This is an optimization exercise on Yosys and OpenROAD, whose aim is small area, not a production implementation. Where RTL was checked, it was by simulation tests only, not by an equivalence proof against the original. Power figures rest on the tool's default switching activity, not on a simulated workload.

Setup of run a:
==> flow/design.v <==
module clock_cell_dffr(
	input wire ck,
	input wire rn,
	input wire d,
	output wire out
);
reg out_reg;
assign out = out_reg;
always @(posedge ck or negedge rn)
begin
	if(!rn)
		out_reg <= 1'b0;
	else
		out_reg <= d;
end
endmodule
module clock_logic_cross_sync_0(
	input  wire clock,
	input  wire resetn,
	input  wire data_in,
	output wire data_out
);
wire data_metastable;
clock_cell_dffr clock_domain_cross_sync(
	.ck(clock),
	.rn(resetn),
	.d(data_in),
	.out(data_metastable)
);
clock_cell_dffr meta_stable_remover(
	.ck(clock),
	.rn(resetn),
	.d(data_metastable),
	.out(data_out)
);
endmodule
module clock_logic_delay_chain_0(
	input  wire clock,
	input  wire resetn,
	input  wire data_in,
	output wire data_delay_1,
	output wire data_delay_2,
	output wire data_delay_3,
	output wire data_delay_4
);
reg [4:1] delay;
assign data_delay_1 = delay[1];
assign data_delay_2 = delay[2];
assign data_delay_3 = delay[3];
assign data_delay_4 = delay[4];
always @(posedge clock or negedge resetn)
begin
	if(~resetn)
		delay <= 4'b0;
	else
		delay <= {delay[3:1], data_in};
end
endmodule
module clock_route_control_div(
	input  wire clock,
	input  wire async_resetn,
	input  wire async_enable,
	output  reg async_enable_ack,
	input  wire async_update,
	output wire async_update_ack,
	input  wire [7:0] mfi,
	input  wire [7:0] mfn,
	input  wire [7:0] mfd,
	output wire control_path_data0_or_gate,
	output wire control_path_data1_and_gate
);
reg en_s1, enable, up_s1, update, update_prev;
reg [7:0] mfi_int, mfn_int, mfd_int;
reg [7:0] rem_s;   
reg remainder_overflow;
reg counter_in_1;
reg data1_clk, pre_data0_clk;
reg [7:0] ratio_samp;
genvar i;
wire update_edge = update & ~update_prev;
assign async_update_ack = update_prev;
reg [7:0] count;
wire [7:0] cnt = count;
wire [7:0] addend = mfn_int & {8{counter_in_1}};
wire [8:0] ca;
wire [7:0] sum;
assign ca[0] = remainder_overflow & counter_in_1;
wire [8:0] cs;
wire [7:0] dm1;
assign cs[0] = 1'b0;
generate for (i = 0; i < 8; i = i + 1) begin : g_acc
	assign sum[i] = rem_s[i] ^ addend[i] ^ ca[i];
	assign ca[i+1] = (rem_s[i] & addend[i]) | (ca[i] & (rem_s[i] ^ addend[i]));
	assign dm1[i] = sum[i] ^ ~mfd_int[i] ^ cs[i];
	assign cs[i+1] = (sum[i] & ~mfd_int[i]) | (cs[i] & (sum[i] ^ ~mfd_int[i]));
end endgenerate
wire gt = cs[8];
wire take = counter_in_1 & gt;
wire [7:0] rem_next = take ? dm1 : sum;
wire ovf_next = counter_in_1 ? gt : remainder_overflow;
wire [8:0] ci;
wire [7:0] podf;
assign ci[0] = remainder_overflow;
generate for (i = 0; i < 8; i = i + 1) begin : g_podf
	assign podf[i] = mfi_int[i] ^ ci[i];
	assign ci[i+1] = mfi_int[i] & ci[i];
end endgenerate
wire podf_is_1 = (mfi_int[7:1] == 7'd0) & (mfi_int[0] ^ remainder_overflow);
wire load = podf_is_1 | (async_enable_ack & counter_in_1 & enable);
wire [8:0] bd;
wire [7:0] cm1;
assign bd[0] = 1'b1;
generate for (i = 0; i < 8; i = i + 1) begin : g_dec
	assign cm1[i] = count[i] ^ bd[i];
	assign bd[i+1] = ~count[i] & bd[i];
end endgenerate
wire cnt_zero = bd[8];
wire [7:0] shortx = {1'b0, ratio_samp[7:1]};
wire [8:0] g1;
assign g1[0] = 1'b0;
generate for (i = 0; i < 8; i = i + 1) begin : g_cmp1
	assign g1[i+1] = (cnt[i] & ~shortx[i]) | (g1[i] & (cnt[i] | ~shortx[i]));
end endgenerate
wire d1_next = g1[8];
wire [8:0] g2;
assign g2[0] = ratio_samp[0];
generate for (i = 0; i < 8; i = i + 1) begin : g_cmp2
	assign g2[i+1] = (shortx[i] & ~cm1[i]) | (g2[i] & (shortx[i] | ~cm1[i]));
end endgenerate
wire d0_next = ~g2[8] & ~cnt_zero;
always @(posedge clock or negedge async_resetn)
begin
	if (~async_resetn) begin
		en_s1 <= 1'b0; enable <= 1'b0;
		up_s1 <= 1'b0; update <= 1'b0; update_prev <= 1'b0;
		mfi_int <= 8'd0; mfn_int <= 8'd0; mfd_int <= 8'd0;
		rem_s <= 8'd0; remainder_overflow <= 1'b0;
		async_enable_ack <= 1'b0;
		counter_in_1 <= 1'b1;
		count <= 8'd0;
		ratio_samp <= 8'd0;
		data1_clk <= 1'b0; pre_data0_clk <= 1'b0;
	end else begin
		en_s1 <= async_enable; enable <= en_s1;
		up_s1 <= async_update; update <= up_s1; update_prev <= update;
		if (update_edge) begin
			mfi_int <= mfi; mfn_int <= mfn; mfd_int <= mfd;
		end
		rem_s <= update_edge ? {8{ovf_next}} : rem_next;
		if (counter_in_1) begin
			remainder_overflow <= gt;
			async_enable_ack <= enable;
			ratio_samp <= podf;
		end
		counter_in_1 <= podf_is_1 | (count == 8'd2) | ~async_enable_ack;
		count <= load ? podf : (cm1 & {8{async_enable_ack}});
		data1_clk <= d1_next;
		pre_data0_clk <= d0_next;
	end
end
assign control_path_data0_or_gate = pre_data0_clk;
assign control_path_data1_and_gate = data1_clk;
endmodule
Settings: LEC_CHECK=0, CAP_MARGIN=20, CORE_MARGIN=2, CORE_UTILIZATION=40, SLEW_MARGIN=20; clock period 5.0 ns.
standard.sh (not shown) runs the stock make flow with config.mk's settings and CLKGATE_MAP_FILE= SYNTH_SCRIPT=/design/flow/synth_recipe.tcl, a recipe that flattens the netlist after the stock synthesis.
==> flow/flow/run.sh <==
#!/bin/bash
# Standard synthesis and layout; port buffers use the smallest buffer and
# the clock tree is built without dummy loads.
set -e
export BUFFER_PORTS_ARGS="-buffer_cell sky130_fd_sc_hd__buf_1"
export CTS_ARGS="-sink_clustering_enable -repair_clock_nets -dont_use_dummy_load -buf_list sky130_fd_sc_hd__clkbuf_4"
bash standard.sh > standard.log 2>&1
Run a ended with every stage complete and zero timing, DRC or antenna violations.
## Diff of input files: run b against run a
==> flow/design.v, changed modules only <==
module clock_route_control_div(
	input  wire clock,
	input  wire async_resetn,
	input  wire async_enable,
	output  reg async_enable_ack,
	input  wire async_update,
	output wire async_update_ack,
	input  wire [7:0] mfi,
	input  wire [7:0] mfn,
	input  wire [7:0] mfd,
	output wire control_path_data0_or_gate,
	output wire control_path_data1_and_gate
);
reg en_s1, enable, up_s1, update, update_prev;
reg [7:0] mfi_int, mfn_int, mfd_int;
reg [7:0] rem_n;   
reg remainder_overflow;
reg counter_in_1;
reg data1_clk, pre_data0_clk;
reg [7:0] ratio_samp;
genvar i;
wire update_edge = update & ~update_prev;
assign async_update_ack = update_prev;
reg [7:0] count_n;   
wire [7:0] cnt = ~count_n;
wire [7:0] addend_n = ~(mfn_int & {8{counter_in_1}});
wire [8:0] ca;
wire [7:0] nsum;
assign ca[0] = ~(remainder_overflow & counter_in_1);
wire [8:0] cs;
wire [7:0] ndm1;
assign cs[0] = 1'b1;
generate for (i = 0; i < 8; i = i + 1) begin : g_acc
	assign nsum[i] = rem_n[i] ^ addend_n[i] ^ ca[i];
	assign ca[i+1] = (rem_n[i] & addend_n[i]) | (ca[i] & (rem_n[i] ^ addend_n[i]));
	assign ndm1[i] = nsum[i] ^ mfd_int[i] ^ cs[i];
	assign cs[i+1] = (nsum[i] & mfd_int[i]) | (cs[i] & (nsum[i] ^ mfd_int[i]));
end endgenerate
wire gt = ~cs[8];
wire take = counter_in_1 & gt;
wire [7:0] rem_next = take ? ndm1 : nsum;
wire ovf_next = counter_in_1 ? gt : remainder_overflow;
wire [8:0] ci;
wire [7:0] podf;
assign ci[0] = remainder_overflow;
generate for (i = 0; i < 8; i = i + 1) begin : g_podf
	assign podf[i] = mfi_int[i] ^ ci[i];
	assign ci[i+1] = mfi_int[i] & ci[i];
end endgenerate
wire podf_is_1 = (mfi_int[7:1] == 7'd0) & (mfi_int[0] ^ remainder_overflow);
wire load = podf_is_1 | (async_enable_ack & counter_in_1 & enable);
wire [8:0] bd;
wire [7:0] cm1_n;    
assign bd[0] = 1'b1;
generate for (i = 0; i < 8; i = i + 1) begin : g_dec
	assign cm1_n[i] = count_n[i] ^ bd[i];
	assign bd[i+1] = count_n[i] & bd[i];
end endgenerate
wire [7:0] cm1 = ~cm1_n;
wire cnt_zero = bd[8];
wire [7:0] shortx = {1'b0, ratio_samp[7:1]};
wire [8:0] g1;
assign g1[0] = 1'b0;
generate for (i = 0; i < 8; i = i + 1) begin : g_cmp1
	assign g1[i+1] = (cnt[i] & ~shortx[i]) | (g1[i] & (cnt[i] | ~shortx[i]));
end endgenerate
wire d1_next = g1[8];
wire [8:0] g2;
assign g2[0] = 1'b0;
generate for (i = 0; i < 8; i = i + 1) begin : g_cmp2
	assign g2[i+1] = (cm1[i] & ~shortx[i]) | (g2[i] & (cm1[i] | ~shortx[i]));
end endgenerate
wire d0_next = ratio_samp[0] ? (g2[8] & ~cnt_zero) : g1[8];
always @(posedge clock or negedge async_resetn)
begin
	if (~async_resetn) begin
		en_s1 <= 1'b0; enable <= 1'b0;
		up_s1 <= 1'b0; update <= 1'b0; update_prev <= 1'b0;
		mfi_int <= 8'd0; mfn_int <= 8'd0; mfd_int <= 8'd0;
		rem_n <= 8'hff; remainder_overflow <= 1'b0;
		async_enable_ack <= 1'b0;
		counter_in_1 <= 1'b1;
		count_n <= 8'hff;
		ratio_samp <= 8'd0;
		data1_clk <= 1'b0; pre_data0_clk <= 1'b0;
	end else begin
		en_s1 <= async_enable; enable <= en_s1;
		up_s1 <= async_update; update <= up_s1; update_prev <= update;
		if (update_edge) begin
			mfi_int <= mfi; mfn_int <= mfn; mfd_int <= mfd;
		end
		rem_n <= update_edge ? {8{~ovf_next}} : rem_next;
		if (counter_in_1) begin
			remainder_overflow <= gt;
			async_enable_ack <= enable;
			ratio_samp <= podf;
		end
		counter_in_1 <= podf_is_1 | (count_n == 8'hfd) | ~async_enable_ack;
		count_n <= load ? ~podf : (cm1_n | {8{~async_enable_ack}});
		data1_clk <= d1_next;
		pre_data0_clk <= d0_next;
	end
end
assign control_path_data0_or_gate = pre_data0_clk;
assign control_path_data1_and_gate = data1_clk;
endmodule
--- outcome ---
Changes observed in run b relative to run a: clock power saw little to no change, routed wire length saw a decrease, fraction of area in registers saw an increase, initial standard-cell utilization of the core saw little to no change. In the tables for run a and run b, post-layout instance area reads higher with run a. The core occupancy in the finished layout in run b was lower than what run a gave. Comparing run a and run b, the lower number of signal-net inverters in the final layout is on run b. Between run a and run b, the overall die width figures differ only marginally. Multiplexer fraction of the synthesized cell area up 7.3 points in run b wrt run a.
Function not checked in run a: the RTL went through the layout flow alone.

## afterwards: timing with drivers on the ports
No port has a modelled driver above. Below, the same layouts with a new extraction and two added sets of constraints. Step 1, drivers: a clkbuf_16 drives clock and a buf_2 each remaining input, both assumed. Step 2, shift: input delay + t, output delay - t, t = (earliest + latest rising clock arrival at the registers) / 2. This alone moves slack from input paths to output paths. a / b / c = ideal ports / drivers / drivers and shift; a / b = the first two.
run	shift t [ns]	slack for setup (ns)	worst hold slack (ns)	worst setup path at the end	latest minus earliest clock arrival (ns)
run a	0.410	0.271 / 0.271 / 0.271	0.358 / 0.358 / 0.358	register to register	0.027 / 0.027
run b	0.401	0.282 / 0.282 / 0.282	0.356 / 0.356 / 0.356	register to register	0.021 / 0.021
After both steps every run listed still meets setup and hold.
